Source: an optimization exercise on an open RTL-to-GDS flow (aim: small area and a short achievable clock period). Production flows keep margins and buffers that such runs may drop. The RTL was checked by simulation tests, not by an equivalence proof against the original design. The flow treats the clock pin as an ideal source. Dropping or thinning the clock tree relies on that and would not hold on a real chip. No activity file was given, so power comes from the tool's default toggle rates.

## the reference run
==> flow/design.v <==
module Binary_mul_16_1_uni (P, A, B, clk, rst_n, en);
    input unsigned [15:0] A;
    input unsigned [15:0] B;
    input clk, rst_n, en;
    output reg unsigned [31:0] P;
    reg  [2:0]  c;       
    reg         last;    
    reg  [15:0] ar;      
    reg  [1:0]  bd;      
    reg  [15:0] h;       
    wire [2:0]  cn = c + 3'd1;
    wire [16:0] pp0 = {1'b0, ar & {16{bd[0]}}};
    wire [16:0] pp1 = {ar & {16{bd[1]}}, 1'b0};
    wire [16:0] hx  = {1'b0, h};
    wire [16:0] s   = hx ^ pp0 ^ pp1;
    wire [16:0] cy  = (hx & pp0) | (hx & pp1) | (pp0 & pp1);
    wire [17:0] x = {1'b0, s};
    wire [17:0] y = {cy, 1'b0};
    wire [17:0] g0 = x & y, p0 = x ^ y;
    wire [17:0] g1 = g0 | (p0 & {g0[16:0], 1'b0}),  q1 = p0 & {p0[16:0], 1'b0};
    wire [17:0] g2 = g1 | (q1 & {g1[15:0], 2'b0}),  q2 = q1 & {q1[15:0], 2'b0};
    wire [17:0] g3 = g2 | (q2 & {g2[13:0], 4'b0}),  q3 = q2 & {q2[13:0], 4'b0};
    wire [17:0] g4 = g3 | (q3 & {g3[9:0], 8'b0}),   q4 = q3 & {q3[9:0], 8'b0};
    wire [17:0] g5 = g4 | (q4 & {g4[1:0], 16'b0});
    wire [17:0] t  = p0 ^ {g5[16:0], 1'b0};
    always @(posedge clk or negedge rst_n) begin
        if (!rst_n) begin
            c    <= 3'd0;
            last <= 1'b0;
        end else begin
            c    <= cn;
            last <= (cn == 3'd7);
        end
    end
    always @(posedge clk) begin
        ar <= A;
        bd <= B[2*cn +: 2];
        h  <= last ? 16'd0 : t[17:2];
        P[2*c +: 2] <= t[1:0];
        if (last)
            P[31:16] <= t[17:2];
    end
endmodule
==> flow/config.mk <==
export PLATFORM = sky130hd
export DESIGN_NAME = Binary_mul_16_1_uni
export DESIGN_NICKNAME = Binary_mul_16_1_uni
export VERILOG_FILES = /design/flow/design.v
export SDC_FILE = /design/flow/constraint.sdc
export NUM_CORES = 4
export LEC_CHECK = 0
export CAP_MARGIN = 20
export CORE_MARGIN = 2
export CORE_UTILIZATION = 40
export SLEW_MARGIN = 20
==> flow/constraint.sdc <==
create_clock -name core_clock -period 10.0 [get_ports {clk}]
set_input_delay 2.0000 -clock core_clock [delete_from_list [all_inputs] [get_ports {clk}]]
set_output_delay 2.0000 -clock core_clock [all_outputs]
set_load 0.01 [all_outputs]
standard.sh (not shown) runs the stock make flow with config.mk's settings and CLKGATE_MAP_FILE= SYNTH_SCRIPT=/design/flow/synth_recipe.tcl, a recipe that flattens the netlist after the stock synthesis.
==> flow/flow/run.sh <==
#!/bin/bash
bash standard.sh > standard.log 2>&1
Input changes introduced in the trial run (baseline for comparison: the reference run):
==> flow/run.sh (new file) <==
#!/bin/bash
# synth_recipe.tcl (not shown) runs the flow's synth.tcl, then flattens the netlist and writes it again
# the make line also repeats each setting of config.mk as NAME=value (left out here)
make -C /OpenROAD-flow-scripts/flow DESIGN_CONFIG=/design/flow/config.mk WORK_HOME=/design/flow/orfs CLKGATE_MAP_FILE= SYNTH_SCRIPT=/design/flow/synth_recipe.tcl finish
removed: flow/flow/run.sh
removed: flow/standard.sh
The trial run -> the reference run: total routing usage reported by global routing delta 0, exact match
Compared with the reference run, in the trial run number of different library cells in the post-synthesis netlist stayed essentially flat; post-synthesis area per instance stayed essentially flat; critical path depth stayed essentially flat; post-synthesis net count stayed essentially flat.
Relative area change from synthesis to final layout across the reference run and the trial run: no real change.
The reference run -> the trial run: simple-gate area share of the yosys netlist delta 0, exact match
As far as die area goes, the trial run and the reference run are indistinguishable; the numbers are identical.

* * *

run a:
Another version of the RTL of Binary_mul_16_1_uni (not shown whole).
For scale: roughly 350 cells after synthesis, ~70 flip-flops, roughly 67 I/O pins, roughly 3600 µm² of cells after synthesis.
==> flow/design.v (excerpt) <==
module Binary_mul_16_1_uni (P, A, B, clk, rst_n, en);
    input unsigned [15:0] A;
    input unsigned [15:0] B;
    input clk, rst_n, en;
    output reg unsigned [31:0] P;
    reg  [2:0]  c;       
    reg         first;   
    reg  [15:0] ar;      
    reg  [1:0]  bd;      
    reg  [15:0] h;       
    wire [2:0]  cn = c + 3'd1;
    wire [16:0] pp0 = {1'b0, ar & {16{bd[0]}}};
    wire [16:0] pp1 = {ar & {16{bd[1]}}, 1'b0};
    wire [16:0] hx  = {1'b0, h & {16{~first}}};
    wire [16:0] s   = hx ^ pp0 ^ pp1;
    wire [16:0] cy  = (hx & pp0) | (hx & pp1) | (pp0 & pp1);
    wire [17:0] x = {1'b0, s};
    wire [17:0] y = {cy, 1'b0};
    wire [17:0] g0 = x & y, p0 = x ^ y;
    wire gg0 = g0[1] | (p0[1] & g0[0]);
    wire gg1 = g0[2] | (p0[2] & g0[1]);
    wire pg1 = p0[2] & p0[1];
    wire gg2 = g0[3] | (p0[3] & g0[2]);
    wire pg2 = p0[3] & p0[2];
    wire gg3 = g0[4] | (p0[4] & g0[3]);
    wire pg3 = p0[4] & p0[3];
  ...
Settings: LEC_CHECK=0, CAP_MARGIN=20, CORE_MARGIN=2, CORE_UTILIZATION=40, SLEW_MARGIN=20; clock period 10.0 ns.
==> flow/flow/run.sh <==
#!/bin/bash
# The standard layout (the standard flow's synthesis, constraints and clock period), with
# these changes to how it is made:
# - ports are buffered with the smallest buffer (buf_1) rather than the
#   delay-cell buffer the resizer picks by default;
# - the timing repair aims below the clock period (setup margin), so the
#   resizer also fixes the slowest paths of the design;
# - after clock tree synthesis, post_cts.tcl replaces the clock tree with a
#   flat, balanced one: four clkbuf_16 fed from the clock port, each driving
#   one cluster of flip-flops (flat_cts.tcl), then repairs timing again.
# Make's output goes to standard_flow.log; each tool's own log is kept by
# ORFS under orfs/logs/.
set -uo pipefail
here=$(pwd)
bash standard.sh \
  BUFFER_PORTS_ARGS="-buffer_cell sky130_fd_sc_hd__buf_1" \
  SETUP_SLACK_MARGIN=7.0 \
  POST_CTS_TCL="$here/flow/post_cts.tcl" \
  FLAT_CTS_TCL="$here/flow/flat_cts.tcl" \
  finish > standard_flow.log 2>&1
Other scripts of this flow, unchanged in this note and not shown: flow/flow/flat_cts.tcl, flow/flow/post_cts.tcl
Having completed the whole flow, run a delivered a layout that passed the timing, DRC and antenna checks.
Edits applied to the flow inputs when going from run a to run b:
--- a/flow/flow/run.sh
+++ b/flow/flow/run.sh
@@ -7 +7,2 @@
-#   resizer also fixes the slowest paths of the design;
+#   resizer also fixes the slowest paths of the design; it only resizes
+#   and swaps pins (no new buffers) and works on the worst path only;
@@ -17 +18,3 @@
-  SETUP_SLACK_MARGIN=7.0 \
+  SETUP_SLACK_MARGIN=7.2 \
+  SETUP_MOVE_SEQUENCE=unbuffer,sizeup,swap \
+  TNS_END_PERCENT=0 \
Diff run a -> run b | sequential cell fraction of total power | decrease of 4.1 points
Diff run a -> run b: via count +48; least setup slack across all paths after layout picked up an extra 0.10 ns; power share of the clock group grew by 5.6 points.
Against run a, run b comes in 1.5 points lower on combinational share of power.
Compared run b against run a; synthesized netlist net count within noise.
Row layout overhead on the synthesized area: run b higher / run a lower
Sum of met3 wire segment lengths after detailed routing: run a and run b compared, higher one is run a
No run of this note takes its clock network from TritonCTS; it comes from the design's own scripts or RTL.

afterwards: timing with drivers on the ports:
No port has a modelled driver above. Below, the same layouts with a new extraction and two added sets of constraints.
Step 1, drivers: a clkbuf_16 drives clk and a buf_2 each remaining input, both assumed.
Step 2 moves the port delays by t, midway between the first and last clock arrival at a register: inputs arrive t later, outputs are due t later. That takes back most of the time a late clock gives input paths.
Three values: no drivers, after step 1, after step 2; two values: the first two.
run | shift t [ns] | setup slack, ns | latest minus earliest clock arrival (ns) | worst data-port slew with drivers (ns) | cell pins on the clock port's net
the reference run | 0.392 | 6.603 / 6.603 / 6.603 | 0.011 / 0.011 | 0.04 | 1
the trial run | 0.392 | 6.603 / 6.603 / 6.603 | 0.011 / 0.011 | 0.04 | 1
run a | 0.215 | 7.137 / 7.137 / 7.027 | 0.024 / 0.024 | 0.03 | 4
run b | 0.228 | 7.240 / 7.254 / 7.067 | 0.024 / 0.024 | 0.04 | 4
After both steps every run listed still meets setup and hold. For run b, which loses most, drivers alone change the setup slack by +0.014 ns; drivers and shift together by -0.173 ns.
